Source: an optimization exercise on an open RTL-to-GDS flow (aim: small area and a short achievable clock period). Production flows keep margins and buffers that such runs may drop. Only simulation tests tie the RTL to the original design; equivalence was not proved. The flow treats the clock pin as an ideal source, which a real chip does not have. Power is estimated from default activity; no workload was simulated.

==> design/flow/design.v <==
module fadd(a,b,c,s,co);
input a,b,c;
output s,co;
assign s=a^b^c;
assign co=(a&b)|(a&c)|(b&c);
endmodule
module xnor2m(a,b,y);
input a,b;
output y;
assign y=~(a^b);
endmodule
module or2m(a,b,y);
input a,b;
output y;
assign y=a|b;
endmodule
module hadd(a,b,s,co);
input a,b;
output s,co;
assign s=a^b;
assign co=a&b;
endmodule
module ygp(a,b,gn,pn);
input a,b;
output gn,pn;
assign gn=~(a&b);
assign pn=~(a|b);
endmodule
module yxor(a,b,t);
input a,b;
output t;
assign t=a^b;
endmodule
module m_inv(a,y);
input a;
output y;
assign y=~a;
endmodule
module m_nand2(a,b,y);
input a,b;
output y;
assign y=~(a&b);
endmodule
module m_nor2(a,b,y);
input a,b;
output y;
assign y=~(a|b);
endmodule
module m_a21oi(a,b,c,y);
input a,b,c;
output y;
assign y=~((a&b)|c);
endmodule
module m_o21ai(a,b,c,y);
input a,b,c;
output y;
assign y=~((a|b)&c);
endmodule
module m_xor2(a,b,y);
input a,b;
output y;
assign y=a^b;
endmodule
module m_xnor2(a,b,y);
input a,b;
output y;
assign y=~(a^b);
endmodule
module yadd(gn,pn,t,h,h1,h2,h3,y);
input [13:0]gn,pn,t;
input [3:0]h;
input h1,h2,h3;    
output [17:0]y;
wire G0_1,G0_3,P0_3,G0_5,P0_5,G0_7,P0_7,G0_9,P0_9,G0_11,P0_11,G0_13,P0_13,G1_3,G1_5,P1_5,G1_7,P1_7,G1_9,P1_9,G1_11,P1_11,G1_13,P1_13,I_0,G2_5,G2_7,G2_9,P2_9,G2_11,P2_11,G2_13,P2_13,G3_9,I_1,G3_11,G3_13,G4_2,G4_4,I_2,G4_6,I_3,G4_8,G4_10,G4_12,c14;
m_o21ai y1(.a(pn[1]),.b(gn[0]),.c(gn[1]),.y(G0_1));
m_o21ai y2(.a(pn[3]),.b(gn[2]),.c(gn[3]),.y(G0_3));
m_nor2 y3(.a(pn[3]),.b(pn[2]),.y(P0_3));
m_o21ai y4(.a(pn[5]),.b(gn[4]),.c(gn[5]),.y(G0_5));
m_nor2 y5(.a(pn[5]),.b(pn[4]),.y(P0_5));
m_o21ai y6(.a(pn[7]),.b(gn[6]),.c(gn[7]),.y(G0_7));
m_nor2 y7(.a(pn[7]),.b(pn[6]),.y(P0_7));
m_o21ai y8(.a(pn[9]),.b(gn[8]),.c(gn[9]),.y(G0_9));
m_nor2 y9(.a(pn[9]),.b(pn[8]),.y(P0_9));
m_o21ai y10(.a(pn[11]),.b(gn[10]),.c(gn[11]),.y(G0_11));
m_nor2 y11(.a(pn[11]),.b(pn[10]),.y(P0_11));
m_o21ai y12(.a(pn[13]),.b(gn[12]),.c(gn[13]),.y(G0_13));
m_nor2 y13(.a(pn[13]),.b(pn[12]),.y(P0_13));
m_a21oi y14(.a(P0_3),.b(G0_1),.c(G0_3),.y(G1_3));
m_a21oi y15(.a(P0_5),.b(G0_3),.c(G0_5),.y(G1_5));
m_nand2 y16(.a(P0_5),.b(P0_3),.y(P1_5));
m_a21oi y17(.a(P0_7),.b(G0_5),.c(G0_7),.y(G1_7));
m_nand2 y18(.a(P0_7),.b(P0_5),.y(P1_7));
m_a21oi y19(.a(P0_9),.b(G0_7),.c(G0_9),.y(G1_9));
m_nand2 y20(.a(P0_9),.b(P0_7),.y(P1_9));
m_a21oi y21(.a(P0_11),.b(G0_9),.c(G0_11),.y(G1_11));
m_nand2 y22(.a(P0_11),.b(P0_9),.y(P1_11));
m_a21oi y23(.a(P0_13),.b(G0_11),.c(G0_13),.y(G1_13));
m_nand2 y24(.a(P0_13),.b(P0_11),.y(P1_13));
m_inv y25(.a(G0_1),.y(I_0));
m_o21ai y26(.a(P1_5),.b(I_0),.c(G1_5),.y(G2_5));
m_o21ai y27(.a(P1_7),.b(G1_3),.c(G1_7),.y(G2_7));
m_o21ai y28(.a(P1_9),.b(G1_5),.c(G1_9),.y(G2_9));
m_nor2 y29(.a(P1_9),.b(P1_5),.y(P2_9));
m_o21ai y30(.a(P1_11),.b(G1_7),.c(G1_11),.y(G2_11));
m_nor2 y31(.a(P1_11),.b(P1_7),.y(P2_11));
m_o21ai y32(.a(P1_13),.b(G1_9),.c(G1_13),.y(G2_13));
m_nor2 y33(.a(P1_13),.b(P1_9),.y(P2_13));
m_a21oi y34(.a(P2_9),.b(G0_1),.c(G2_9),.y(G3_9));
m_inv y35(.a(G1_3),.y(I_1));
m_a21oi y36(.a(P2_11),.b(I_1),.c(G2_11),.y(G3_11));
m_a21oi y37(.a(P2_13),.b(G2_5),.c(G2_13),.y(G3_13));
m_o21ai y38(.a(pn[2]),.b(I_0),.c(gn[2]),.y(G4_2));
m_o21ai y39(.a(pn[4]),.b(G1_3),.c(gn[4]),.y(G4_4));
m_inv y40(.a(G2_5),.y(I_2));
m_o21ai y41(.a(pn[6]),.b(I_2),.c(gn[6]),.y(G4_6));
m_inv y42(.a(G2_7),.y(I_3));
m_o21ai y43(.a(pn[8]),.b(I_3),.c(gn[8]),.y(G4_8));
m_o21ai y44(.a(pn[10]),.b(G3_9),.c(gn[10]),.y(G4_10));
m_o21ai y45(.a(pn[12]),.b(G3_11),.c(gn[12]),.y(G4_12));
assign y[0]=t[0];
m_xnor2 y46(.a(t[1]),.b(gn[0]),.y(y[1]));
m_xor2 y47(.a(t[2]),.b(G0_1),.y(y[2]));
m_xor2 y48(.a(t[3]),.b(G4_2),.y(y[3]));
m_xnor2 y49(.a(t[4]),.b(G1_3),.y(y[4]));
m_xor2 y50(.a(t[5]),.b(G4_4),.y(y[5]));
m_xor2 y51(.a(t[6]),.b(G2_5),.y(y[6]));
m_xor2 y52(.a(t[7]),.b(G4_6),.y(y[7]));
m_xor2 y53(.a(t[8]),.b(G2_7),.y(y[8]));
m_xor2 y54(.a(t[9]),.b(G4_8),.y(y[9]));
m_xnor2 y55(.a(t[10]),.b(G3_9),.y(y[10]));
m_xor2 y56(.a(t[11]),.b(G4_10),.y(y[11]));
m_xnor2 y57(.a(t[12]),.b(G3_11),.y(y[12]));
m_xor2 y58(.a(t[13]),.b(G4_12),.y(y[13]));
assign c14=~G3_13;
assign y[14]=h[0]^c14;
assign y[15]=h[1]^(c14&h1);
assign y[16]=h[2]^(c14&h2);
assign y[17]=h[3]^(c14&h3);
endmodule
module Fir(reset_n,clk,x_in,y_out);
input reset_n,clk;
input [15:0]x_in;
output [23:0]y_out;
reg [13:0]r4;
reg [17:0]r3;
reg [17:0]r2;
reg [17:0]r1;
reg c3_9;
reg c2_9;
reg c1_9;
wire zx;
wire [17:0]a3_s;
wire [18:0]a3_c;
wire [17:0]a3_r;
wire [18:0]a3_k;
wire [17:0]a2_s;
wire [18:0]a2_c;
wire [17:0]a2_r;
wire [18:0]a2_k;
wire [17:0]a1_s;
wire [18:0]a1_c;
wire [17:0]a1_r;
wire [18:0]a1_k;
wire [17:0]r1i9;
wire r1i9_k10;
wire r1i9_k11;
wire r1i9_k12;
wire r1i9_k13;
wire r1i9_k14;
wire r1i9_k15;
wire r1i9_k16;
wire r1i9_k17;
wire [13:0]yg;
wire [13:0]yp;
wire [13:0]yt;
wire [17:0]y;
wire yh1;
wire yh2;
assign zx=~(x_in[2]|x_in[1]|x_in[0]);    
fadd u1(.a(x_in[0]),.b(~x_in[3]),.c(r4[0]),.s(a3_s[0]),.co(a3_c[1]));
fadd u2(.a(x_in[1]),.b(~x_in[4]),.c(r4[1]),.s(a3_s[1]),.co(a3_c[2]));
fadd u3(.a(x_in[2]),.b(~x_in[5]),.c(r4[2]),.s(a3_s[2]),.co(a3_c[3]));
fadd u4(.a(x_in[3]),.b(~x_in[6]),.c(r4[3]),.s(a3_s[3]),.co(a3_c[4]));
fadd u5(.a(x_in[4]),.b(~x_in[7]),.c(r4[4]),.s(a3_s[4]),.co(a3_c[5]));
fadd u6(.a(x_in[5]),.b(~x_in[8]),.c(r4[5]),.s(a3_s[5]),.co(a3_c[6]));
fadd u7(.a(x_in[6]),.b(~x_in[9]),.c(r4[6]),.s(a3_s[6]),.co(a3_c[7]));
fadd u8(.a(x_in[7]),.b(~x_in[10]),.c(r4[7]),.s(a3_s[7]),.co(a3_c[8]));
fadd u9(.a(x_in[8]),.b(~x_in[11]),.c(r4[8]),.s(a3_s[8]),.co(a3_c[9]));
fadd u10(.a(x_in[9]),.b(~x_in[12]),.c(r4[9]),.s(a3_s[9]),.co(a3_c[10]));
fadd u11(.a(x_in[10]),.b(~x_in[13]),.c(r4[10]),.s(a3_s[10]),.co(a3_c[11]));
fadd u12(.a(x_in[11]),.b(~x_in[14]),.c(r4[11]),.s(a3_s[11]),.co(a3_c[12]));
fadd u13(.a(x_in[12]),.b(~x_in[15]),.c(r4[12]),.s(a3_s[12]),.co(a3_c[13]));
xnor2m u14(.a(x_in[13]),.b(r4[13]),.y(a3_s[13]));
or2m u15(.a(x_in[13]),.b(r4[13]),.y(a3_c[14]));
xnor2m u16(.a(x_in[14]),.b(a3_c[14]),.y(a3_s[14]));
or2m u17(.a(x_in[14]),.b(a3_c[14]),.y(a3_c[15]));
xnor2m u18(.a(x_in[15]),.b(a3_c[15]),.y(a3_s[15]));
or2m u19(.a(x_in[15]),.b(a3_c[15]),.y(a3_c[16]));
hadd u20(.a(a3_s[0]),.b(zx),.s(a3_r[0]),.co(a3_k[1]));
fadd u21(.a(a3_s[1]),.b(a3_c[1]),.c(a3_k[1]),.s(a3_r[1]),.co(a3_k[2]));
fadd u22(.a(a3_s[2]),.b(a3_c[2]),.c(a3_k[2]),.s(a3_r[2]),.co(a3_k[3]));
fadd u23(.a(a3_s[3]),.b(a3_c[3]),.c(a3_k[3]),.s(a3_r[3]),.co(a3_k[4]));
fadd u24(.a(a3_s[4]),.b(a3_c[4]),.c(a3_k[4]),.s(a3_r[4]),.co(a3_k[5]));
fadd u25(.a(a3_s[5]),.b(a3_c[5]),.c(a3_k[5]),.s(a3_r[5]),.co(a3_k[6]));
fadd u26(.a(a3_s[6]),.b(a3_c[6]),.c(a3_k[6]),.s(a3_r[6]),.co(a3_k[7]));
fadd u27(.a(a3_s[7]),.b(a3_c[7]),.c(a3_k[7]),.s(a3_r[7]),.co(a3_k[8]));
fadd u28(.a(a3_s[8]),.b(a3_c[8]),.c(a3_k[8]),.s(a3_r[8]),.co(a3_k[9]));
hadd u29(.a(a3_s[9]),.b(a3_c[9]),.s(a3_r[9]),.co(a3_k[10]));
fadd u30(.a(a3_s[10]),.b(a3_c[10]),.c(a3_k[10]),.s(a3_r[10]),.co(a3_k[11]));
fadd u31(.a(a3_s[11]),.b(a3_c[11]),.c(a3_k[11]),.s(a3_r[11]),.co(a3_k[12]));
fadd u32(.a(a3_s[12]),.b(a3_c[12]),.c(a3_k[12]),.s(a3_r[12]),.co(a3_k[13]));
fadd u33(.a(a3_s[13]),.b(a3_c[13]),.c(a3_k[13]),.s(a3_r[13]),.co(a3_k[14]));
hadd u34(.a(a3_s[14]),.b(a3_k[14]),.s(a3_r[14]),.co(a3_k[15]));
hadd u35(.a(a3_s[15]),.b(a3_k[15]),.s(a3_r[15]),.co(a3_k[16]));
xnor2m u36(.a(a3_c[16]),.b(a3_k[16]),.y(a3_r[16]));
or2m u37(.a(a3_c[16]),.b(a3_k[16]),.y(a3_k[17]));
assign a3_r[17]=~a3_k[17];
assign a3_k[18]=a3_k[17];
hadd u38(.a(x_in[0]),.b(r3[0]),.s(a2_r[0]),.co(a2_k[1]));
fadd u39(.a(x_in[1]),.b(r3[1]),.c(a2_k[1]),.s(a2_r[1]),.co(a2_k[2]));
fadd u40(.a(x_in[2]),.b(r3[2]),.c(a2_k[2]),.s(a2_r[2]),.co(a2_k[3]));
fadd u41(.a(x_in[3]),.b(r3[3]),.c(a2_k[3]),.s(a2_r[3]),.co(a2_k[4]));
fadd u42(.a(x_in[4]),.b(r3[4]),.c(a2_k[4]),.s(a2_r[4]),.co(a2_k[5]));
fadd u43(.a(x_in[5]),.b(r3[5]),.c(a2_k[5]),.s(a2_r[5]),.co(a2_k[6]));
fadd u44(.a(x_in[6]),.b(r3[6]),.c(a2_k[6]),.s(a2_r[6]),.co(a2_k[7]));
fadd u45(.a(x_in[7]),.b(r3[7]),.c(a2_k[7]),.s(a2_r[7]),.co(a2_k[8]));
fadd u46(.a(x_in[8]),.b(r3[8]),.c(a2_k[8]),.s(a2_r[8]),.co(a2_k[9]));
fadd u47(.a(x_in[9]),.b(r3[9]),.c(c3_9),.s(a2_r[9]),.co(a2_k[10]));
fadd u48(.a(x_in[10]),.b(r3[10]),.c(a2_k[10]),.s(a2_r[10]),.co(a2_k[11]));
fadd u49(.a(x_in[11]),.b(r3[11]),.c(a2_k[11]),.s(a2_r[11]),.co(a2_k[12]));
fadd u50(.a(x_in[12]),.b(r3[12]),.c(a2_k[12]),.s(a2_r[12]),.co(a2_k[13]));
fadd u51(.a(x_in[13]),.b(r3[13]),.c(a2_k[13]),.s(a2_r[13]),.co(a2_k[14]));
fadd u52(.a(x_in[14]),.b(r3[14]),.c(a2_k[14]),.s(a2_r[14]),.co(a2_k[15]));
fadd u53(.a(x_in[15]),.b(r3[15]),.c(a2_k[15]),.s(a2_r[15]),.co(a2_k[16]));
hadd u54(.a(r3[16]),.b(a2_k[16]),.s(a2_r[16]),.co(a2_k[17]));
hadd u55(.a(r3[17]),.b(a2_k[17]),.s(a2_r[17]),.co(a2_k[18]));
fadd u56(.a(x_in[0]),.b(~x_in[3]),.c(r2[0]),.s(a1_s[0]),.co(a1_c[1]));
fadd u57(.a(x_in[1]),.b(~x_in[4]),.c(r2[1]),.s(a1_s[1]),.co(a1_c[2]));
fadd u58(.a(x_in[2]),.b(~x_in[5]),.c(r2[2]),.s(a1_s[2]),.co(a1_c[3]));
fadd u59(.a(x_in[3]),.b(~x_in[6]),.c(r2[3]),.s(a1_s[3]),.co(a1_c[4]));
fadd u60(.a(x_in[4]),.b(~x_in[7]),.c(r2[4]),.s(a1_s[4]),.co(a1_c[5]));
fadd u61(.a(x_in[5]),.b(~x_in[8]),.c(r2[5]),.s(a1_s[5]),.co(a1_c[6]));
fadd u62(.a(x_in[6]),.b(~x_in[9]),.c(r2[6]),.s(a1_s[6]),.co(a1_c[7]));
fadd u63(.a(x_in[7]),.b(~x_in[10]),.c(r2[7]),.s(a1_s[7]),.co(a1_c[8]));
fadd u64(.a(x_in[8]),.b(~x_in[11]),.c(r2[8]),.s(a1_s[8]),.co(a1_c[9]));
fadd u65(.a(x_in[9]),.b(~x_in[12]),.c(r2[9]),.s(a1_s[9]),.co(a1_c[10]));
fadd u66(.a(x_in[10]),.b(~x_in[13]),.c(r2[10]),.s(a1_s[10]),.co(a1_c[11]));
fadd u67(.a(x_in[11]),.b(~x_in[14]),.c(r2[11]),.s(a1_s[11]),.co(a1_c[12]));
fadd u68(.a(x_in[12]),.b(~x_in[15]),.c(r2[12]),.s(a1_s[12]),.co(a1_c[13]));
xnor2m u69(.a(x_in[13]),.b(r2[13]),.y(a1_s[13]));
or2m u70(.a(x_in[13]),.b(r2[13]),.y(a1_c[14]));
xnor2m u71(.a(x_in[14]),.b(r2[14]),.y(a1_s[14]));
or2m u72(.a(x_in[14]),.b(r2[14]),.y(a1_c[15]));
xnor2m u73(.a(x_in[15]),.b(r2[15]),.y(a1_s[15]));
or2m u74(.a(x_in[15]),.b(r2[15]),.y(a1_c[16]));
xnor2m u75(.a(r2[16]),.b(a1_c[16]),.y(a1_s[16]));
or2m u76(.a(r2[16]),.b(a1_c[16]),.y(a1_c[17]));
xnor2m u77(.a(r2[17]),.b(a1_c[17]),.y(a1_s[17]));
or2m u78(.a(r2[17]),.b(a1_c[17]),.y(a1_c[18]));
hadd u79(.a(a1_s[0]),.b(zx),.s(a1_r[0]),.co(a1_k[1]));
fadd u80(.a(a1_s[1]),.b(a1_c[1]),.c(a1_k[1]),.s(a1_r[1]),.co(a1_k[2]));
fadd u81(.a(a1_s[2]),.b(a1_c[2]),.c(a1_k[2]),.s(a1_r[2]),.co(a1_k[3]));
fadd u82(.a(a1_s[3]),.b(a1_c[3]),.c(a1_k[3]),.s(a1_r[3]),.co(a1_k[4]));
fadd u83(.a(a1_s[4]),.b(a1_c[4]),.c(a1_k[4]),.s(a1_r[4]),.co(a1_k[5]));
fadd u84(.a(a1_s[5]),.b(a1_c[5]),.c(a1_k[5]),.s(a1_r[5]),.co(a1_k[6]));
fadd u85(.a(a1_s[6]),.b(a1_c[6]),.c(a1_k[6]),.s(a1_r[6]),.co(a1_k[7]));
fadd u86(.a(a1_s[7]),.b(a1_c[7]),.c(a1_k[7]),.s(a1_r[7]),.co(a1_k[8]));
fadd u87(.a(a1_s[8]),.b(a1_c[8]),.c(a1_k[8]),.s(a1_r[8]),.co(a1_k[9]));
fadd u88(.a(a1_s[9]),.b(a1_c[9]),.c(c2_9),.s(a1_r[9]),.co(a1_k[10]));
fadd u89(.a(a1_s[10]),.b(a1_c[10]),.c(a1_k[10]),.s(a1_r[10]),.co(a1_k[11]));
fadd u90(.a(a1_s[11]),.b(a1_c[11]),.c(a1_k[11]),.s(a1_r[11]),.co(a1_k[12]));
fadd u91(.a(a1_s[12]),.b(a1_c[12]),.c(a1_k[12]),.s(a1_r[12]),.co(a1_k[13]));
fadd u92(.a(a1_s[13]),.b(a1_c[13]),.c(a1_k[13]),.s(a1_r[13]),.co(a1_k[14]));
fadd u93(.a(a1_s[14]),.b(a1_c[14]),.c(a1_k[14]),.s(a1_r[14]),.co(a1_k[15]));
fadd u94(.a(a1_s[15]),.b(a1_c[15]),.c(a1_k[15]),.s(a1_r[15]),.co(a1_k[16]));
hadd u95(.a(a1_s[16]),.b(a1_k[16]),.s(a1_r[16]),.co(a1_k[17]));
hadd u96(.a(a1_s[17]),.b(a1_k[17]),.s(a1_r[17]),.co(a1_k[18]));
assign r1i9[8:0]=r1[8:0];
hadd u97(.a(r1[9]),.b(c1_9),.s(r1i9[9]),.co(r1i9_k10));
hadd u98(.a(r1[10]),.b(r1i9_k10),.s(r1i9[10]),.co(r1i9_k11));
hadd u99(.a(r1[11]),.b(r1i9_k11),.s(r1i9[11]),.co(r1i9_k12));
hadd u100(.a(r1[12]),.b(r1i9_k12),.s(r1i9[12]),.co(r1i9_k13));
hadd u101(.a(r1[13]),.b(r1i9_k13),.s(r1i9[13]),.co(r1i9_k14));
hadd u102(.a(r1[14]),.b(r1i9_k14),.s(r1i9[14]),.co(r1i9_k15));
hadd u103(.a(r1[15]),.b(r1i9_k15),.s(r1i9[15]),.co(r1i9_k16));
hadd u104(.a(r1[16]),.b(r1i9_k16),.s(r1i9[16]),.co(r1i9_k17));
assign r1i9[17]=r1[17]^r1i9_k17;
ygp u105(.a(x_in[2]),.b(r1i9[0]),.gn(yg[0]),.pn(yp[0]));
yxor u106(.a(x_in[2]),.b(r1i9[0]),.t(yt[0]));
ygp u107(.a(x_in[3]),.b(r1i9[1]),.gn(yg[1]),.pn(yp[1]));
yxor u108(.a(x_in[3]),.b(r1i9[1]),.t(yt[1]));
ygp u109(.a(x_in[4]),.b(r1i9[2]),.gn(yg[2]),.pn(yp[2]));
yxor u110(.a(x_in[4]),.b(r1i9[2]),.t(yt[2]));
ygp u111(.a(x_in[5]),.b(r1i9[3]),.gn(yg[3]),.pn(yp[3]));
yxor u112(.a(x_in[5]),.b(r1i9[3]),.t(yt[3]));
ygp u113(.a(x_in[6]),.b(r1i9[4]),.gn(yg[4]),.pn(yp[4]));
yxor u114(.a(x_in[6]),.b(r1i9[4]),.t(yt[4]));
ygp u115(.a(x_in[7]),.b(r1i9[5]),.gn(yg[5]),.pn(yp[5]));
yxor u116(.a(x_in[7]),.b(r1i9[5]),.t(yt[5]));
ygp u117(.a(x_in[8]),.b(r1i9[6]),.gn(yg[6]),.pn(yp[6]));
yxor u118(.a(x_in[8]),.b(r1i9[6]),.t(yt[6]));
ygp u119(.a(x_in[9]),.b(r1i9[7]),.gn(yg[7]),.pn(yp[7]));
yxor u120(.a(x_in[9]),.b(r1i9[7]),.t(yt[7]));
ygp u121(.a(x_in[10]),.b(r1i9[8]),.gn(yg[8]),.pn(yp[8]));
yxor u122(.a(x_in[10]),.b(r1i9[8]),.t(yt[8]));
ygp u123(.a(x_in[11]),.b(r1i9[9]),.gn(yg[9]),.pn(yp[9]));
yxor u124(.a(x_in[11]),.b(r1i9[9]),.t(yt[9]));
ygp u125(.a(x_in[12]),.b(r1i9[10]),.gn(yg[10]),.pn(yp[10]));
yxor u126(.a(x_in[12]),.b(r1i9[10]),.t(yt[10]));
ygp u127(.a(x_in[13]),.b(r1i9[11]),.gn(yg[11]),.pn(yp[11]));
yxor u128(.a(x_in[13]),.b(r1i9[11]),.t(yt[11]));
ygp u129(.a(x_in[14]),.b(r1i9[12]),.gn(yg[12]),.pn(yp[12]));
yxor u130(.a(x_in[14]),.b(r1i9[12]),.t(yt[12]));
ygp u131(.a(x_in[15]),.b(r1i9[13]),.gn(yg[13]),.pn(yp[13]));
yxor u132(.a(x_in[15]),.b(r1i9[13]),.t(yt[13]));
assign yh2=r1i9[14]&r1i9[15]&r1i9[16];
assign yh1=r1i9[14]&r1i9[15];
yadd ya(.gn(yg),.pn(yp),.t(yt),.h(r1i9[17:14]),.h1(r1i9[14]),.h2(yh1),.h3(yh2),.y(y));
always @(posedge clk or negedge reset_n)
begin
if(!reset_n)
	begin
	r4<=14'h0;
	r3<=18'h0;
	r2<=18'h0;
	r1<=18'h0;
	c3_9<=1'h0;
	c2_9<=1'h0;
	c1_9<=1'h0;
	end
else
	begin
	r4<=x_in[15:2];
	r3<={a3_r[17],a3_r[16],a3_r[15],a3_r[14],a3_r[13],a3_r[12],a3_r[11],a3_r[10],a3_r[9],a3_r[8],a3_r[7],a3_r[6],a3_r[5],a3_r[4],a3_r[3],a3_r[2],a3_r[1],a3_r[0]};
	r2<={a2_r[17],a2_r[16],a2_r[15],a2_r[14],a2_r[13],a2_r[12],a2_r[11],a2_r[10],a2_r[9],a2_r[8],a2_r[7],a2_r[6],a2_r[5],a2_r[4],a2_r[3],a2_r[2],a2_r[1],a2_r[0]};
	r1<={a1_r[17],a1_r[16],a1_r[15],a1_r[14],a1_r[13],a1_r[12],a1_r[11],a1_r[10],a1_r[9],a1_r[8],a1_r[7],a1_r[6],a1_r[5],a1_r[4],a1_r[3],a1_r[2],a1_r[1],a1_r[0]};
	c3_9<=a3_k[9];
	c2_9<=a2_k[9];
	c1_9<=a1_k[9];
	end
end
assign y_out={6'b0,y};
endmodule
==> design/flow/flow/run.sh <==
#!/bin/bash
# Own layout flow: the standard flow (standard.sh), with two changes:
#  - clock tree synthesis without dummy load cells (-dont_use_dummy_load),
#  - port buffers start from buf_1 instead of the flow's default choice.
# Each tool's output goes to the ORFS logs under orfs/logs/; make's own output
# goes to flow_make.log here.
set -euo pipefail
bash standard.sh \
  "CTS_ARGS=-sink_clustering_enable -repair_clock_nets -dont_use_dummy_load -sink_clustering_size 30 -buf_list {sky130_fd_sc_hd__clkbuf_4 sky130_fd_sc_hd__clkbuf_8}" \
  "BUFFER_PORTS_ARGS=-buffer_cell sky130_fd_sc_hd__buf_1" \
  finish > flow_make.log 2>&1
==> design/flow/standard.sh <==
#!/bin/bash
# synth_recipe.tcl (not shown) runs the flow's synth.tcl, then flattens the netlist and writes it again
# the make line also repeats each setting of config.mk as NAME=value (left out here)
make -C /OpenROAD-flow-scripts/flow DESIGN_CONFIG=/design/flow/config.mk WORK_HOME=/design/flow/orfs CLKGATE_MAP_FILE= SYNTH_SCRIPT=/design/flow/synth_recipe.tcl "${@:-finish}"
==> design/flow/config.mk <==
export PLATFORM = sky130hd
export DESIGN_NAME = Fir
export DESIGN_NICKNAME = Fir
export VERILOG_FILES = /design/flow/design.v
export SDC_FILE = /design/flow/constraint.sdc
export NUM_CORES = 4
export LEC_CHECK = 0
export CAP_MARGIN = 20
export CORE_MARGIN = 2
export CORE_UTILIZATION = 40
export GPL_TIMING_DRIVEN = 1
export SETUP_SLACK_MARGIN = 4.4
export SLEW_MARGIN = 20
export SYNTH_HIERARCHICAL = 1
export SYNTH_MINIMUM_KEEP_SIZE = 0
==> design/flow/constraint.sdc <==
create_clock -name core_clock -period 10.0 [get_ports {clk}]
set_input_delay 2.0000 -clock core_clock [delete_from_list [all_inputs] [get_ports {clk}]]
set_output_delay 2.0000 -clock core_clock [all_outputs]
set_load 0.01 [all_outputs]
==> impl_results.md, run 1 <==
- GRT overflow: 0
- Status: finished clean
- Met3 track demand over resource: 3.692%
- First-pass GRT wire length: 11620 um
- # hold bufs at CTS: 0
- Hold Fails Final Rpt: 0
- Most frequent cells in the layout: dfrtp_1 (71), fa_1 (48), xor2_1 (24), fa_2 (20)
- Worst Hold Class: reg -> reg
- Area grow syn2layout: 12.78%
- Clk_skew: 19.63 ps
- Syn_area_per_cell: 13.95 um^2
- Global routing usage on met2: 19.58%
- Switching Share: 40.58%
- Maximum fanout along the worst path: 4
- Sw Pwr: 0.5538 mW
- Fin crit share: 55.03%
- # Post-CTS Setup Buffers: 0
- Worst Setup Start Kind: input port
- Die Wd: 107.3 um
- Overall Power: 1.365 mW
- N_diodes: 0
- Row count: 37
- Core area: 10320 um^2
- DR iter-0 viols: 108
- Initial DRT Pass Iterations: 4
- Routability cong.: 0.7780
- Initial Util: 41.34%
- Post-DP HPWL: 5170 um
- Clock power share: 12.4%
- Setup violators final: 0
- Worst EP arrival: 5700 ps
- Max_slew headroom: 41.56%
- # DRC: 0
- Int Power: 0.8109 mW
- Nets: 455
- Req. time, crit path: 10200 ps
- Clock latency (worst-skew pair): 340 ps
- Mapped Area: 4268 um^2
- PortBufs: 35
- Clk root buf: clkbuf_8
- Antenna violations before repair: 0
- F_max: 181.7 MHz
- Number of global-route vias before repair: 2423
- Die area: 11510 um^2
- Io pins: 42
- CP endpoint kind: flip-flop
- Static leakage: 2.061 nW
- Yosys Warn Count: 7
- Dpl cell area: 4597 um^2
- Via count: 2204
- Fin Setup TNS: 0 ps
- Largest net degree at the start of global routing: 72
- Layout cells sized above 1: 18.91%
- GR peak layer: met1
- Final Instance Area: 4813 um^2
- Vias/cell: 4.544
- Grt met1 use: 19.71%
- Num CTS Buffers: 9
- Power density over the cells: 283.5 nW/um^2
- CTS Buffer Depth: 2
- Worst Tran Pin Value: 876.6 ps
- Max VDD drop: 0.0001816 V
- Non-Filler Instances: 485
- Max_cap viols: 0
- DIE HEIGHT: 107.3 um
- Routed Antenna Nets: 0
- Mapped Cells: 306
- Unrepaired setup endpoints after global routing: yes
- DP Cell Count: 476
- Clock Sinks: 71
- Combinational share of power: 54.2%
- Max-slew violations: 0
- Gr usage total: 13.55%
- Routed len/inst: 13.51 um
- Sequential Power Share: 33.4%
- Worst setup path class: in -> reg
- Commonest non-fill, non-tap cell in the layout: dfrtp_1
- Clk pin slew, worst setup/hold paths: 70 ps
- Fin crit period: 5503 ps
- CTS tree: done
- H-tree levels: 3
- Routed WL: 6554 um
state kept, by name, indices dropped and copies added, names as in the netlist:
signal and flops:
r1 18, r2 18, r3 18, r4 14
c1_9 1, c2_9 1, c3_9 1
through the flow:
step / setup slack (ps) / util [%] / hold WS, ps
detailed placement: 3654 / 44.53 / 464.0
global route: 4371 / 46.62 / 495.7
finish: 4497 / 46.62 / 476.7
CTS: 4406 / 46.10 / 481.8
floorplan: 4395 / - / 443.0
global placement: 3659 / 44.53 / 451.0
worst paths after layout:
| kind | slack, ps | end | depth (start not counted) | start |
|---|---|---|---|---|
| setup / recovery | 4500 | r1[8] | 10 | x_in[1] |
| hold / removal | 480 | r2[0] | 1 | r3[0] |
| setup reg to reg | 5990 | r1[8] | 10 | r2[0] |
| hold reg to reg | 480 | r2[0] | 1 | r3[0] |
| max in group asynchronous | 7560 | r1[9] | 2 | reset_n |
| min in group asynchronous | 1860 | r4[13] | 2 | reset_n |
area by class of cell:
class | instances | area (um^2)
Clock buffer | 9 | 123.9
Inverter | 18 | 67.56
Sequential cell | 71 | 1777
Tap cell | 136 | 170.2
Timing Repair Buffer | 36 | 191.4
Multi-Input combinational cell | 215 | 2484
Fill cell | 932 | 5510
worst max-delay path: stages:
cell and delay [ps]:
buf_1 300, fa_1 500, fa_2 410, fa_2 350
fa_2 340, fa_2 350, fa_2 340, fa_2 340
fa_2 340, fa_1 420
per-layer routing:
layer | vias up | share of wire [%]
met5 | - | 0
met1 | 1138 | 48
met2 | 32 | 47
li1 | 1026 | -
met4 | 0 | 1.6
met3 | 8 | 3.6
power groups by stage:
stage          registers, mW  clock network (mW)  logic [mW]
2_1_floorplan          0.452                   0       0.553
3_3_place_gp           0.459                   0       0.717
3_5_place_dp           0.462                   0       0.735
4_1_cts                0.457               0.177       0.746
5_1_grt                0.470               0.191       0.856
6_report               0.456               0.169       0.739
what timing repair did:
action	CTS	global route
resized for setup	19	18
endpoints found under the setup margin	20	11
pin swaps	0	2
gates cloned	0	0
==> inputs of run 2 (changes only) <==
--- a/design/flow/config.mk
+++ b/design/flow/config.mk
@@ -9,7 +9,7 @@
 export CORE_MARGIN = 2
 export CORE_UTILIZATION = 40
 export GPL_TIMING_DRIVEN = 1
-export SETUP_SLACK_MARGIN = 4.4
+export SETUP_SLACK_MARGIN = 4.6
 export SLEW_MARGIN = 20
 export SYNTH_HIERARCHICAL = 1
 export SYNTH_MINIMUM_KEEP_SIZE = 0
==> run 2 against run 1 <==
- synthesized cell count unchanged
- via count up 2.2%
- cell area up 4.4%
- synthesized area unchanged
- worst setup slack better by 100 ps
- sequential share of layout area down 1.5 points
- core utilization up 2.0 points
- sequential power up 0.9%
- largest cell class unchanged
- largest power group unchanged
==> impl_results.md, run 2 <==
- Status: finished clean
- Io pins: 42 (unchanged)
- # DRC: 0 (unchanged)
- PortBufs: 35 (unchanged)
- Crit. Startpoint: x_in[0]
- Largest net degree at the start of global routing: 72 (unchanged)
- Levels on crit path: 11 (+1)
- Hold Fails Final Rpt: 0 (unchanged)
- Fin Setup TNS: 0 ps (unchanged)
- Routed Antenna Nets: 0 (unchanged)
- Reg2Reg Setup Slack: 6010 ps (+20 ps)
- Unrepaired setup endpoints after global routing: yes
- Die area: 11510 um^2 (unchanged)
- GRT overflow: 0 (unchanged)
- H-tree levels: 3 (unchanged)
- Slowest CP cell: fa_1
- Area of the multi-input gates: 2572 um^2 (+3.6%)
- Initial DRT Pass Iterations: 4 (unchanged)
- Dpl cell area: 4599 um^2 (about the same)
- Worst Hold Class: reg -> reg
- Commonest non-fill, non-tap cell in the layout: dfrtp_1
- Routed len/inst: 13.60 um (+0.67%)
- Number of global-route vias before repair: 2300 (-5.1%)
- Via count: 2252 (+2.2%)
- Routed WL: 6693 um (+2.1%)
- N_diodes: 0 (unchanged)
- Syn_area_per_cell: 13.95 um^2 (unchanged)
- Final Instance Area: 5024 um^2 (+4.4%)
- Fin worst setup slack: 4598 ps (+100.6 ps)
- Layout cells sized above 1: 29.78% (+11 points)
- CTS Buffer Depth: 2 (unchanged)
- FILL cells: 888 (-4.7%)
- Clk pin slew, worst setup/hold paths: 70 ps (about the same)
- Worst EP arrival: 5620 ps (-80 ps)
- Routability cong.: 0.7908 (+1.6%)
- Req. time, crit path: 10210 ps (about the same)
- Maximum fanout along the worst path: 4 (unchanged)
- Vias/cell: 4.577 (+0.72%)
- Worst setup path class: in -> reg
- Reg2reg end: r1[8]
- Worst Setup Start Kind: input port
- Clock Sinks: 71 (unchanged)
- Power density over the cells: 287.0 nW/um^2 (+1.2%)
- DR iter-0 viols: 120 (+11%)
- CP endpoint kind: flip-flop
- Max-slew violations: 0 (unchanged)
- Fin crit share: 54.02% (-1.0 points)
- Crit path max-delay family: adder cells
- FF+latch area: 1777 um^2 (unchanged)
- # hold bufs at CTS: 0 (unchanged)
- Max VDD drop: 0.0001829 V (+0.73%)
- Die Wd: 107.3 um (unchanged)
- Num CTS Buffers: 9 (unchanged)
- CTS tree: done
- Gr usage total: 13.39% (-0.16 points)
- Dpl ws: 3707 ps (+53.02 ps)
- Max_slew headroom: 41.74% (+0.19 points)
- Clk root buf: clkbuf_8
- R2R cell count: 10 (unchanged)
- Overall Power: 1.442 mW (+5.7%)
- Most frequent cells in the layout: dfrtp_1 (71), fa_1 (45), xor2_1 (24), fa_2 (23), nand2_1 (18)
- Reg2Reg Launch Point: r2[0]
- Largest regs: r1 x18, r2 x18, r3 x18
- DIE HEIGHT: 107.3 um (unchanged)
- Worst Tran Pin Value: 873.9 ps (-2.784 ps)
- Fin crit period: 5402 ps (-100.6 ps)
- Row count: 37 (unchanged)
- Initial Util: 41.34% (unchanged)
- Most used cell along the critical path: fa_2
- Setup violators final: 0 (unchanged)
- Worst Path Buf+Inv: 1 (unchanged)
- CP cell instances: buf_12 > fa_1 > ha_2 > fa_2 > fa_2 > fa_2 > fa_2 > fa_2 > fa_2 > fa_2 > fa_1
- Area grow syn2layout: 17.71%
- Critical Path End: r1[8]
- Clock latency (worst-skew pair): 350 ps (about the same)
- First-pass GRT wire length: 11340 um (-2.4%)
- Post-DP HPWL: 5095 um (-1.4%)
- Antenna violations before repair: 0 (unchanged)
- F_max: 185.1 MHz (+1.9%)
- Clk_skew: 12.38 ps (-7.242 ps)
- Max_cap viols: 0 (unchanged)
- Nets: 462 (+1.5%)
- Core area: 10320 um^2 (unchanged)
- Static leakage: 2.146 nW (+4.1%)
- Yosys Warn Count: 7 (unchanged)
- Mapped Cells: 306 (unchanged)
- Mapped Area: 4268 um^2 (unchanged)
- Worst hold path depth: 1 (unchanged)
- Max stage delay on crit path: 470 ps (-30 ps)
run 2: worst min-delay path by stage:
stage | endpoint | slack, ps | from
6_report | r2[0] | 470 | r3[0]
3_5_place_dp | r2[0] | 460 | r3[0]
5_1_grt | r2[17] | 490 | r3[17]
3_3_place_gp | r2[0] | 450 | r3[0]
4_1_cts | r2[0] | 470 | r3[0]
2_1_floorplan | r2[0] | 440 | r3[0]
run 2: stage by stage:
step           std cells  hold slack, ps  util (%)
6_report             492           470.2     48.66
5_1_grt              492           492.0     48.66
2_1_floorplan        311           443.0         -
3_3_place_gp         476           446.1     44.55
3_5_place_dp         476           456.3     44.55
4_1_cts              489           472.9     47.00
run 2: report_power, final:
part | internal, mW | switching [mW] | leakage [nW] | total [mW]
clock network | 0.0802 | 0.0912 | 0.0647 | 0.171
registers | 0.401 | 0.0584 | 0.833 | 0.460
logic | 0.376 | 0.434 | 1.25 | 0.811
total | 0.858 | 0.584 | 2.15 | 1.44
run 2: worst register-to-register path, cell delays in order (launching register included):
cell	delay, ps
dfrtp_1	380
fa_1	440
ha_2	210
fa_2	340
fa_2	340
fa_2	350
fa_2	340
fa_2	340
fa_2	340
fa_2	340
fa_1	420
run 2: cell type report:
class                           instances  area share (%)
Sequential cell                        71           35.37
Timing Repair Buffer                   43           6.177
Clock buffer                            9           2.466
Tap cell                              136           3.387
Multi-Input combinational cell        215           51.21
Inverter                               18           1.395
run 2: layer usage:
| metal | track usage (%) | part of all wire (%) |
|---|---|---|
| met1 | 19.94 | 48 |
| met2 | 18.40 | 45 |
| met3 | 3.814 | 4.1 |
| met4 | 5.566 | 1.9 |
| met5 | 0 | 0 |
run 2: what timing repair did:
item | in CTS | in global routing
buffers inserted | 4 | 3
hold endpoints to repair | 0 | 0
gates resized for setup | 44 | 46
pin swaps | 4 | 11
endpoints found under the setup margin | 24 | 12
==> inputs of run 3 (changes only) <==
==> design/flow/flow/run.sh (replaced) <==
#!/bin/bash
# Own layout flow: the standard flow (standard.sh), with these changes:
#  - clock tree synthesis without dummy load cells (-dont_use_dummy_load),
#  - port buffers start from buf_1 instead of the flow's default choice,
set -euo pipefail
bash standard.sh \
  "CTS_ARGS=-sink_clustering_enable -repair_clock_nets -dont_use_dummy_load -sink_clustering_size 30 -buf_list {sky130_fd_sc_hd__clkbuf_4 sky130_fd_sc_hd__clkbuf_8}" \
  "BUFFER_PORTS_ARGS=-buffer_cell sky130_fd_sc_hd__buf_1" \
  "POST_CTS_TCL=$PWD/flow/post_cts.tcl" \
  finish > flow_make.log 2>&1
==> design/flow/flow/post_cts.tcl (new file) <==
set limit 0.105
proc worst_clk_slew {} {
  set ms 0
  foreach p [get_pins -of_objects [all_registers] -filter "direction==input"] {
    if {[get_property $p name] != "CLK"} continue
    set s [get_property $p slew_max]
    if {$s > $ms} { set ms $s }
  }
  return $ms
}
estimate_parasitics -placement
puts "post_cts: worst clock-pin slew before [worst_clk_slew]"
set block [ord::get_db_block]
foreach inst [$block getInsts] {
  set m [[$inst getMaster] getName]
  if {$m != "sky130_fd_sc_hd__clkbuf_8"} continue
  set name [$inst getName]
  if {![string match "clkbuf_*_f_clk" $name]} continue
  set kept sky130_fd_sc_hd__clkbuf_8
  foreach try {sky130_fd_sc_hd__clkbuf_4 sky130_fd_sc_hd__clkbuf_2} {
    replace_cell [get_cells $name] $try
    estimate_parasitics -placement
    set s [worst_clk_slew]
    if {$s > $limit} { break }
    set kept $try
  }
  replace_cell [get_cells $name] $kept
  estimate_parasitics -placement
  puts "post_cts: $name -> $kept"
}
detailed_placement
check_placement -verbose
estimate_parasitics -placement
puts "post_cts: worst clock-pin slew after [worst_clk_slew]"
--- a/design/flow/config.mk
+++ b/design/flow/config.mk
@@ -9,7 +9,7 @@
 export CORE_MARGIN = 2
 export CORE_UTILIZATION = 40
 export GPL_TIMING_DRIVEN = 1
-export SETUP_SLACK_MARGIN = 4.6
+export SETUP_SLACK_MARGIN = 4.5
 export SLEW_MARGIN = 20
 export SYNTH_HIERARCHICAL = 1
 export SYNTH_MINIMUM_KEEP_SIZE = 0
==> run 3 against run 2 <==
- non-clock buffer count is 6 lower
- power is 5.8% lower
- sequential share of layout area is 1.3 points higher
- critical path depth is 1 higher
- core utilization is 1.8 points lower
- via count is 1.4% lower
- clock power is 17% lower
- first-iteration DRC count is 3.3% lower
- register-to-register slack better by 40 ps
- fmax is 0.49% lower
- worst setup slack worse by 27 ps
- cell area is 3.6% lower
- highest routed layer unchanged
==> impl_results.md, run 3 <==
- PortBufs: 35 (unchanged)
- CP endpoint kind: flip-flop
- Via count: 2220 (-1.4%)
- Worst Tran Pin Value: 875.9 ps (+2.069 ps)
- Power density over the cells: 280.7 nW/um^2 (-2.2%)
- Worst EP arrival: 5660 ps (+40 ps)
- CP cell instances: buf_12 > inv_2 > fa_1 > ha_2 > fa_2 > fa_2 > fa_2 > fa_2 > fa_2 > fa_2 > fa_2 > fa_1
- Dpl ws: 3707 ps (unchanged)
- Worst Setup Start Kind: input port
- Clk pin slew, worst setup/hold paths: 90 ps (+20 ps)
- Mapped Cells: 306 (unchanged)
- Crit path max-delay family: adder cells
- Initial Util: 41.34% (unchanged)
- Die area: 11510 um^2 (unchanged)
- Number of global-route vias before repair: 2286 (-0.61%)
- Max_slew headroom: 41.60% (-0.14 points)
- DIE HEIGHT: 107.3 um (unchanged)
- Max_cap viols: 0 (unchanged)
- Layout cells sized above 1: 22.29% (-7.5 points)
- Die Wd: 107.3 um (unchanged)
- Clk_skew: 27.10 ps (+14.72 ps)
- N_diodes: 0 (unchanged)
- Io pins: 42 (unchanged)
- Slowest CP cell: fa_1
- Fin worst setup slack: 4571 ps (-26.69 ps)
- Routed Antenna Nets: 0 (unchanged)
- Worst Hold Class: reg -> reg
- Non-Filler Instances: 486 (-1.2%)
- Final core utilization: 46.89% (-1.8 points)
- # DRC: 0 (unchanged)
- F_max: 184.2 MHz (-0.49%)
- Most used cell along the critical path: fa_2
- Fin crit share: 54.29% (+0.27 points)
- Max-slew violations: 0 (unchanged)
- Clock latency (worst-skew pair): 350 ps (about the same)
- Largest net degree at the start of global routing: 72 (unchanged)
- Req. time, crit path: 10230 ps (+20 ps)
- Unrepaired setup endpoints after global routing: yes
- Static leakage: 2.071 nW (-3.5%)
- Core area: 10320 um^2 (unchanged)
- Vias/cell: 4.568 (-0.20%)
- Max stage delay on crit path: 430 ps (-40 ps)
- Maximum fanout along the worst path: 8 (+4)
- Routability cong.: 0.7908 (unchanged)
- Syn_area_per_cell: 13.95 um^2 (unchanged)
- Final Instance Area: 4841 um^2 (-3.6%)
- Routed len/inst: 13.49 um (-0.82%)
- Yosys Warn Count: 7 (unchanged)
- Routed WL: 6557 um (-2.0%)
- Fin crit period: 5429 ps (+26.69 ps)
- Fin Setup TNS: 0 ps (unchanged)
- Hold Fails Final Rpt: 0 (unchanged)
- Dpl cell area: 4599 um^2 (unchanged)
- Hold_ws: 469.7 ps (-0.5610 ps)
- Post-DP HPWL: 5095 um (unchanged)
- Commonest non-fill, non-tap cell in the layout: dfrtp_1
- DR iter-0 viols: 116 (-3.3%)
- CTS tree: done
- Status: finished clean
- Overall Power: 1.359 mW (-5.8%)
- Largest regs: r1 x18, r2 x18, r3 x18
- Row count: 37 (unchanged)
- Antenna violations before repair: 0 (unchanged)
- Clock Sinks: 71 (unchanged)
- DP Cell Count: 476 (unchanged)
- Mapped Area: 4268 um^2 (unchanged)
- GRT overflow: 0 (unchanged)
- First-pass GRT wire length: 11300 um (-0.30%)
- Worst setup path class: in -> reg
- Gr usage total: 13.37% (-0.026 points)
- Setup violators final: 0 (unchanged)
- Area grow syn2layout: 13.43%
- Nets: 456 (-1.3%)
- Most frequent cells in the layout: dfrtp_1 (71), fa_1 (48), xor2_1 (24), fa_2 (20), nand2_1 (18)
- Worst Path Buf+Inv: 2 (+1)
- Max VDD drop: 0.0001739 V (-4.9%)
- Initial DRT Pass Iterations: 4 (unchanged)
## run 3: routing by layer
metal / vias to the layer above / global-route usage [%] / share of wire [%]
met5: - / 0 / 0
met4: 0 / 5.566 / 2.0
met3: 11 / 3.814 / 4.2
met2: 36 / 18.26 / 45
met1: 1142 / 19.98 / 49
li1: 1031 / - / -
## run 3: layout make-up
type / count / area (um^2)
fill: 910 / 5483
multi-input combinational: 215 / 2512
sequential: 71 / 1777
timing repair buffer: 37 / 227.7
tap: 136 / 170.2
clock buffer: 9 / 86.33
inverter: 18 / 67.56
## run 3: power breakdown
group | internal [mW] | switching [mW] | leakage (nW)
Sequential | 0.401 | 0.0561 | 0.833
Combinational | 0.341 | 0.419 | 1.19
Clock | 0.0550 | 0.0869 | 0.0492
## run 3: worst paths after layout
kind,cells after the start,endpoint,startpoint,slack (ps)
max,12,r1[8],x_in[3],4570
min in group asynchronous,2,r3[17],reset_n,1830
min reg2reg,1,r2[0],r3[0],470
max in group asynchronous,2,r3[0],reset_n,7560
max reg2reg,10,r1[8],r2[0],6050
min,1,r2[0],r3[0],470
==> inputs of run 4 (changes only) <==
--- a/design/flow/config.mk
+++ b/design/flow/config.mk
@@ -7,9 +7,9 @@
 export LEC_CHECK = 0
 export CAP_MARGIN = 20
 export CORE_MARGIN = 2
-export CORE_UTILIZATION = 40
+export CORE_UTILIZATION = 55
 export GPL_TIMING_DRIVEN = 1
-export SETUP_SLACK_MARGIN = 4.5
+export SETUP_SLACK_MARGIN = 4.4
 export SLEW_MARGIN = 20
 export SYNTH_HIERARCHICAL = 1
 export SYNTH_MINIMUM_KEEP_SIZE = 0
==> run 4 against run 3 <==
- final cell count decreased by 6.6%
- worst setup slack got worse by 85 ps
- combinational power increased by 1%
- die area decreased by 26%
- sequential power about the same
- synthesized cell count unchanged
- via count decreased by 1.5%
- sequential share of layout area increased by 0.78 points
- count of clock-buffer cells in the layout unchanged
- cell area decreased by 2.1%
- critical path depth decreased by 1
==> impl_results.md, run 4 <==
- Unrepaired setup endpoints after global routing: yes
- Nets: 458 (+0.44%)
- CP cell instances: clkbuf_4 > inv_1 > fa_1 > fa_2 > fa_2 > fa_2 > fa_2 > fa_2 > fa_2 > fa_2 > fa_1
- Fin crit period: 5513 ps (+84.55 ps)
- Mapped Area: 4268 um^2 (unchanged)
- Combinational share of power: 56.3% (+0.4 points)
- First-pass GRT wire length: 11720 um (+3.7%)
- Fin crit share: 55.13% (+0.85 points)
- Fin Setup TNS: 0 ps (unchanged)
- Worst EP arrival: 5710 ps (+50 ps)
- Vias/cell: 4.815 (+5.4%)
- Routed len/inst: 14.36 um (+6.4%)
- Max VDD drop: 0.0001470 V (-16%)
- Initial Util: 56.10% (+15 points)
- Status: finished clean
- Global routing usage on met2: 28.49% (+10 points)
- Row count: 32 (-14%)
- Layout cells sized above 1: 19.89% (-2.4 points)
- Most frequent cells in the layout: dfrtp_1 (71), fa_1 (47), xor2_1 (24), fa_2 (21), nor2_1 (20)
- Number of global-route vias before repair: 2452 (+7.3%)
- GR peak layer: met2
- Via count: 2186 (-1.5%)
- Static leakage: 2.057 nW (-0.66%)
- Most used cell along the critical path: fa_2
- Worst Path Buf+Inv: 2 (unchanged)
- Max_cap viols: 0 (unchanged)
- CTS tree: done
- Switching Share: 41.54% (+0.17 points)
- Clock Sinks: 71 (unchanged)
- Io pins: 42 (unchanged)
- Clock latency (worst-skew pair): 340 ps (about the same)
- Die Wd: 92.09 um (-14%)
- Max_slew headroom: 41.16% (-0.44 points)
- Core area: 7607 um^2 (-26%)
- Worst setup path class: in -> reg
- # DRC: 0 (unchanged)
- Largest net degree at the start of global routing: 72 (unchanged)
- DR iter-0 viols: 56 (-52%)
- Max-slew violations: 0 (unchanged)
- GRT overflow: 0 (unchanged)
- Setup violators final: 0 (unchanged)
- Commonest non-fill, non-tap cell in the layout: dfrtp_1
- CP endpoint kind: flip-flop
- Maximum fanout along the worst path: 8 (unchanged)
- Slowest CP cell: fa_1
- Sw Pwr: 0.5664 mW (+0.76%)
- Antenna violations before repair: 0 (unchanged)
- Hold Fails Final Rpt: 0 (unchanged)
- Routed Antenna Nets: 0 (unchanged)
- Gr usage total: 18.42% (+5.1 points)
- N_diodes: 0 (unchanged)
- Int Power: 0.7971 mW (about the same)
- Clk pin slew, worst setup/hold paths: 80 ps (about the same)
- Initial DRT Pass Iterations: 4 (unchanged)
- Worst Tran Pin Value: 882.6 ps (+6.671 ps)
- Area grow syn2layout: 11.05%
- Crit path max-delay family: adder cells
- Worst Setup Start Kind: input port
- Sequential Power Share: 33.4% (-0.2 points)
- F_max: 181.4 MHz (-1.5%)
- Routability cong.: 0.7521 (-4.9%)
- Clk_skew: 19.77 ps (-7.328 ps)
- Overall Power: 1.364 mW (+0.34%)
- PortBufs: 35 (unchanged)
- Worst Hold Class: reg -> reg
- Met3 track demand over resource: 5.259% (+1.4 points)
- Routed WL: 6519 um (-0.58%)
- Yosys Warn Count: 7 (unchanged)
- Post-DP HPWL: 5112 um (+0.34%)
- DIE HEIGHT: 92.09 um (-14%)
- Power density over the cells: 287.7 nW/um^2 (+2.5%)
- Clock power share: 10.3% (about the same)
- Syn_area_per_cell: 13.95 um^2 (unchanged)
- Mapped Cells: 306 (unchanged)
- Grt met1 use: 26.31% (+6.3 points)
- Max stage delay on crit path: 520 ps (+90 ps)
- Req. time, crit path: 10200 ps (-30 ps)
- Die area: 8481 um^2 (-26%)
- Largest regs: r1 x18, r2 x18, r3 x18
run 4: metal layers:
metal  part of all wire, %  wire (um)
met1                    46       3006
met2                    50       3256
met3                   2.8        185
met4                   1.1         70
met5                     0          0
run 4: area by class of cell:
cell class / count / area [um^2]
fill: 648 / 2868
multi-input combinational: 215 / 2476
sequential: 71 / 1777
timing repair buffer: 39 / 205.2
tap: 102 / 127.6
clock buffer: 9 / 86.33
inverter: 18 / 67.56
run 4: final timing paths:
check | end | slack (ps) | depth (start not counted) | start
worst max-delay path | r1[8] | 4490 | 11 | x_in[4]
worst max register to register | r1[8] | 5990 | 10 | r2[0]
worst min register to register | r2[17] | 490 | 1 | r3[17]
worst min-delay path | r2[17] | 490 | 1 | r3[17]
min in group asynchronous | r1[2] | 1860 | 2 | reset_n
max in group asynchronous | r4[2] | 7540 | 2 | reset_n
run 4: power groups by stage:
stage	Clock [mW]	Sequential, mW	Combinational, mW
floorplan	0	0.452	0.553
global placement	0	0.462	0.753
detailed placement	0	0.464	0.761
global route	0.163	0.469	0.888
finish	0.141	0.455	0.768
run 4: metrics by stage:
stage	hold slack (ps)	instance area [um^2]	worst slack [ps]	instances	util, %
6_report	486.7	4740	4487	454	62.30
5_1_grt	504.0	4740	4378	454	62.30
3_5_place_dp	470.8	4554	3701	442	59.87
3_3_place_gp	452.1	4554	3723	442	59.87
2_1_floorplan	443.0	4339	4395	311	-
run 4: worst reg2reg max path, delay by kind of cell, from the launching register on:
kind	cells	cell delay (ps)
fa+ha+maj	10	3480
flops	1	390
==> inputs of run 5 (changes only) <==
--- a/design/flow/config.mk
+++ b/design/flow/config.mk
@@ -7,8 +7,9 @@
 export LEC_CHECK = 0
 export CAP_MARGIN = 20
 export CORE_MARGIN = 2
-export CORE_UTILIZATION = 55
+export CORE_UTILIZATION = 40
 export GPL_TIMING_DRIVEN = 1
+export PLACE_DENSITY = 0.7
 export SETUP_SLACK_MARGIN = 4.4
 export SLEW_MARGIN = 20
 export SYNTH_HIERARCHICAL = 1
==> run 5 against run 4 <==
- still clean
- register-to-register slack about the same
- worst hold slack got worse by 12 ps
- sequential share of layout area fell by 0.32 points
- sequential cell count stayed put
- combinational power decreased by 2%
- first-iteration DRC count rose by 71%
- power decreased by 1.0%
- critical path type unchanged
- critical endpoint is now r3[8]
==> impl_results.md, run 5 <==
- N_diodes: 0 (unchanged)
- Clk pin slew, worst setup/hold paths: 80 ps (about the same)
- DIE HEIGHT: 107.3 um (+17%)
- Worst EP arrival: 5700 ps (about the same)
- Max-slew violations: 0 (unchanged)
- Mapped Cells: 306 (unchanged)
- Routed len/inst: 13.82 um (-3.8%)
- Syn_area_per_cell: 13.95 um^2 (unchanged)
- Hold Fails Final Rpt: 0 (unchanged)
- Max_slew headroom: 41.79% (+0.63 points)
- Sequential Power Share: 33.8% (+0.4 points)
- Combinational share of power: 55.7% (-0.6 points)
- Slowest CP cell: fa_1
- Number of global-route vias before repair: 2516 (+2.6%)
- Die Wd: 107.3 um (+17%)
- Antenna violations before repair: 0 (unchanged)
- Clock Sinks: 71 (unchanged)
- Routed Antenna Nets: 0 (unchanged)
- Worst setup path class: in -> reg
- Worst Path Buf+Inv: 2 (unchanged)
- # DRC: 0 (unchanged)
- Sw Pwr: 0.5627 mW (-0.66%)
- Hold_ws: 474.6 ps (-12.13 ps)
- FILL cells: 906 (+40%)
- Clock latency (worst-skew pair): 340 ps (about the same)
- Io pins: 42 (unchanged)
- GRT overflow: 0 (unchanged)
- Post-DP HPWL: 5239 um (+2.5%)
- Row count: 37 (+16%)
- CP cell instances: buf_6 > inv_2 > fa_1 > ha_2 > fa_2 > fa_2 > fa_2 > fa_2 > fa_2 > fa_2 > fa_2 > fa_1
- Power density over the cells: 282.3 nW/um^2 (-1.9%)
- Nets: 455 (-0.66%)
- Int Power: 0.7872 mW (-1.2%)
- Req. time, crit path: 10220 ps (+20 ps)
- Initial Util: 41.34% (-15 points)
- Final core utilization: 46.31% (-16 points)
- Largest regs: r1 x18, r2 x18, r3 x18
- Crit. Startpoint: x_in[3]
- Layout cells sized above 1: 19.48% (-0.40 points)
- Routed WL: 6702 um (+2.8%)
- Maximum fanout along the worst path: 8 (unchanged)
- Unrepaired setup endpoints after global routing: yes
- Clock power share: 10.5% (+0.2 points)
- Worst Hold Class: reg -> reg
- Worst Tran Pin Value: 873.1 ps (-9.471 ps)
- Routability cong.: 0.8452 (+12%)
- Largest net degree at the start of global routing: 72 (unchanged)
- Static leakage: 2.046 nW (-0.55%)
- Fin worst setup slack: 4519 ps (+31.93 ps)
- Commonest non-fill, non-tap cell in the layout: dfrtp_1
- Clk_skew: 22.07 ps (+2.295 ps)
- CP endpoint kind: flip-flop
- Dpl ws: 3716 ps (+14.71 ps)
- Crit path max-delay family: adder cells
- Setup violators final: 0 (unchanged)
- Initial DRT Pass Iterations: 4 (unchanged)
- Core area: 10320 um^2 (+36%)
- Via count: 2232 (+2.1%)
- Gr usage total: 13.80% (-4.6 points)
- Yosys Warn Count: 7 (unchanged)
- F_max: 182.4 MHz (+0.58%)
- DR iter-0 viols: 96 (+71%)
- Status: finished clean
- Max VDD drop: 0.0001644 V (+12%)
- Fin crit share: 54.81% (-0.32 points)
- CTS tree: done
- Max stage delay on crit path: 470 ps (-50 ps)
- Fin Setup TNS: 0 ps (unchanged)
- Most used cell along the critical path: fa_2
- First-pass GRT wire length: 11850 um (+1.1%)
- Fin crit period: 5481 ps (-31.93 ps)
- DP Cell Count: 476 (+7.7%)
- Max_cap viols: 0 (unchanged)
- Die area: 11510 um^2 (+36%)
- Most frequent cells in the layout: dfrtp_1 (71), fa_1 (48), xor2_1 (24), fa_2 (20)
- Reg2Reg Launch Point: r4[0]
- PortBufs: 35 (unchanged)
- Area grow syn2layout: 12.02%
- Mapped Area: 4268 um^2 (unchanged)
- Worst Setup Start Kind: input port
- Non-Filler Instances: 485 (+6.8%)
- Switching Share: 41.68% (+0.14 points)
- Hold_sp: r3[0]
- Vias/cell: 4.602 (-4.4%)
==> run 5: cell type report <==
class	instances	area [um^2]	share of cell area (%)
tap	136	170.2	3.559
clock buffer	9	86.33	1.806
timing repair buffer	36	190.2	3.978
sequential	71	1777	37.16
multi-input combinational	215	2490	52.08
inverter	18	67.56	1.413
==> run 5: metal layers <==
layer / vias to the layer above / global-route usage, % / share of wire (%)
met4: 0 / 5.937 / 1.9
li1: 1025 / - / -
met2: 36 / 21.25 / 50
met3: 12 / 3.935 / 3.6
met1: 1159 / 18.40 / 44
met5: - / 0 / 0
==> run 5: metrics by stage <==
stage	total power, mW	instance area, um^2
after floorplan	1.005	4339
after global placement	1.173	4597
after detailed placement	1.204	4597
after global routing	1.503	4781
final	1.350	4781
==> run 5: final timing paths <==
path / to / slack, ps / cells after the start
setup / recovery: r3[8] / 4520 / 12
hold / removal: r2[0] / 470 / 1
setup reg to reg: r3[8] / 6000 / 10
hold reg to reg: r2[0] / 470 / 1
max in group asynchronous: r2[0] / 7570 / 2
min in group asynchronous: r4[12] / 1850 / 2
==> run 5: power by group through the flow <==
stage	combinational, mW	clock, mW	sequential, mW
3_5_place_dp	0.742	0	0.462
2_1_floorplan	0.553	0	0.452
3_3_place_gp	0.715	0	0.458
6_report	0.752	0.141	0.456
5_1_grt	0.871	0.162	0.470
==> inputs of run 6 (changes only) <==
--- a/design/flow/config.mk
+++ b/design/flow/config.mk
@@ -9,7 +9,6 @@
 export CORE_MARGIN = 2
 export CORE_UTILIZATION = 40
 export GPL_TIMING_DRIVEN = 1
-export PLACE_DENSITY = 0.7
 export SETUP_SLACK_MARGIN = 4.4
 export SLEW_MARGIN = 20
 export SYNTH_HIERARCHICAL = 1
==> run 6 against run 5 <==
- still clean
- non-clock buffer count stayed put
- cell area is 0.29% lower
- clock power is 3% higher
==> impl_results.md, run 6 <==
- Status: finished clean
- Fin crit share: 54.98% (+0.16 points)
- GRT overflow: 0 (unchanged)
- PortBufs: 35 (unchanged)
- # DRC: 0 (unchanged)
- Number of global-route vias before repair: 2411 (-4.2%)
- Mapped Cells: 306 (unchanged)
- Power density over the cells: 280.0 nW/um^2 (-0.82%)
- Initial Util: 41.34% (unchanged)
- Hold_ws: 476.8 ps (+2.220 ps)
- Mapped Area: 4268 um^2 (unchanged)
- Commonest non-fill, non-tap cell in the layout: dfrtp_1
- Die area: 11510 um^2 (unchanged)
- Post-DP HPWL: 5170 um (-1.3%)
- Routed len/inst: 13.51 um (-2.3%)
- Worst Tran Pin Value: 878.7 ps (+5.550 ps)
- Largest net degree at the start of global routing: 72 (unchanged)
- Yosys Warn Count: 7 (unchanged)
- Die Wd: 107.3 um (unchanged)
- FILL cells: 941 (+3.9%)
- Routed WL: 6550 um (-2.3%)
- Gr usage total: 13.54% (-0.27 points)
- Worst Hold Class: reg -> reg
- FF+latch area: 1777 um^2 (unchanged)
- Most frequent cells in the layout: dfrtp_1 (71), fa_1 (48), xor2_1 (24), nor2_1 (20), fa_2 (20)
- Worst Setup Start Kind: input port
- Setup violators final: 0 (unchanged)
- Static leakage: 2.045 nW (about the same)
- Fin crit period: 5498 ps (+16.19 ps)
- Clock Sinks: 71 (unchanged)
- Max-slew violations: 0 (unchanged)
- Initial DRT Pass Iterations: 4 (unchanged)
- Unrepaired setup endpoints after global routing: yes
- Max VDD drop: 0.0001765 V (+7.3%)
- Fin Setup TNS: 0 ps (unchanged)
- Routed Antenna Nets: 0 (unchanged)
- CP endpoint kind: flip-flop
- Layout cells sized above 1: 18.62% (-0.86 points)
- Vias/cell: 4.540 (-1.3%)
- Worst setup path class: in -> reg
- Reg2Reg Setup Slack: 6020 ps (+20 ps)
- Routability cong.: 0.7780 (-8.0%)
- F_max: 181.9 MHz (-0.29%)
- First-pass GRT wire length: 11620 um (-1.9%)
- Clk pin slew, worst setup/hold paths: 80 ps (about the same)
- Area of the multi-input gates: 2474 um^2 (-0.65%)
- Worst hold path depth: 1 (unchanged)
- Nets: 455 (unchanged)
- Area grow syn2layout: 11.70%
- Io pins: 42 (unchanged)
- Largest regs: r1 x18, r2 x18, r3 x18
- Clk_skew: 29.69 ps (+7.625 ps)
- N_diodes: 0 (unchanged)
- Overall Power: 1.335 mW (-1.1%)
- Core area: 10320 um^2 (unchanged)
- Clock latency (worst-skew pair): 340 ps (about the same)
- Row count: 37 (unchanged)
- Via count: 2202 (-1.3%)
- Syn_area_per_cell: 13.95 um^2 (unchanged)
- CTS tree: done
- Maximum fanout along the worst path: 8 (unchanged)
- Hold Fails Final Rpt: 0 (unchanged)
- Max_slew headroom: 41.42% (-0.37 points)
- R2R cell count: 10 (unchanged)
- Max_cap viols: 0 (unchanged)
- DR iter-0 viols: 94 (-2.1%)
- Worst EP arrival: 5710 ps (about the same)
- Antenna violations before repair: 0 (unchanged)
- DIE HEIGHT: 107.3 um (unchanged)
- Req. time, crit path: 10220 ps (about the same)
[run 6: metal layers]
layer	global-route usage, %	vias to the layer above	share of wire [%]
li1	-	1024	-
met1	19.75	1132	48
met2	19.48	36	46
met3	3.692	10	4.0
met4	5.009	0	1.9
met5	0	-	0
[run 6: metrics by stage]
stage                     util [%]  setup WS, ps  cell area (um^2)  instances
after floorplan                  -          4395              4339        311
after global placement       44.53          3659              4597        476
after detailed placement     44.53          3654              4597        476
after global routing         46.18          4367              4767        485
final                        46.18          4502              4767        485
[run 6: cell type report]
class / instances / area share, %
Timing Repair Buffer: 36 / 3.911
Clock buffer: 9 / 1.942
Tap cell: 136 / 3.570
Multi-Input combinational cell: 215 / 51.89
Sequential cell: 71 / 37.27
Inverter: 18 / 1.417
[run 6: report_power, final]
group / internal [mW] / switching (mW)
clock: 0.0593 / 0.0859
combinational: 0.327 / 0.407
sequential: 0.401 / 0.0550
[run 6: worst paths after layout]
path / from / end
max: x_in[4] / r1[8]
max reg2reg: r2[0] / r1[8]
max in group asynchronous: reset_n / r2[2]
min in group asynchronous: reset_n / r3[9]
min: r3[0] / r2[0]
min reg2reg: r3[0] / r2[0]
[run 6: critical path, stage by stage]
cell and delay (ps):
clkbuf_4 190, inv_1 110, fa_1 510, fa_2 410, fa_2 350, fa_2 340
fa_2 350, fa_2 340, fa_2 340, fa_2 340, fa_1 420

## static timing again, ports no longer ideal
No port has a modelled driver above. Below, the same layouts with a new extraction and two added sets of constraints. Step 1 sets driving cells, clkbuf_16 on the clock port and buf_2 on the other inputs (assumed; they add their load-dependent delay and slew). Step 2 adds t to the input delays and takes it off the output delays; t is the mean of the earliest and latest rising clock arrival at the registers after step 1. Input paths then give back, and output paths get back, about the clock's delay inside the block. Three values: ideal, step 1, step 2; two values: the first two.
| run | t (ns) | setup slack, ns | latest minus earliest clock arrival (ns) | pins driven straight from the clock port |
|---|---|---|---|---|
| run 1 | 0.360 | 4.497 / 4.497 / 4.137 | 0.020 / 0.020 | 1 |
| run 2 | 0.370 | 4.598 / 4.569 / 4.199 | 0.012 / 0.012 | 1 |
| run 3 | 0.367 | 4.571 / 4.539 / 4.172 | 0.027 / 0.027 | 1 |
| run 4 | 0.357 | 4.487 / 4.490 / 4.133 | 0.023 / 0.022 | 1 |
| run 5 | 0.364 | 4.519 / 4.494 / 4.146 | 0.022 / 0.022 | 1 |
| run 6 | 0.362 | 4.502 / 4.491 / 4.129 | 0.030 / 0.030 | 1 |
After both steps setup and hold are still met in every run listed.
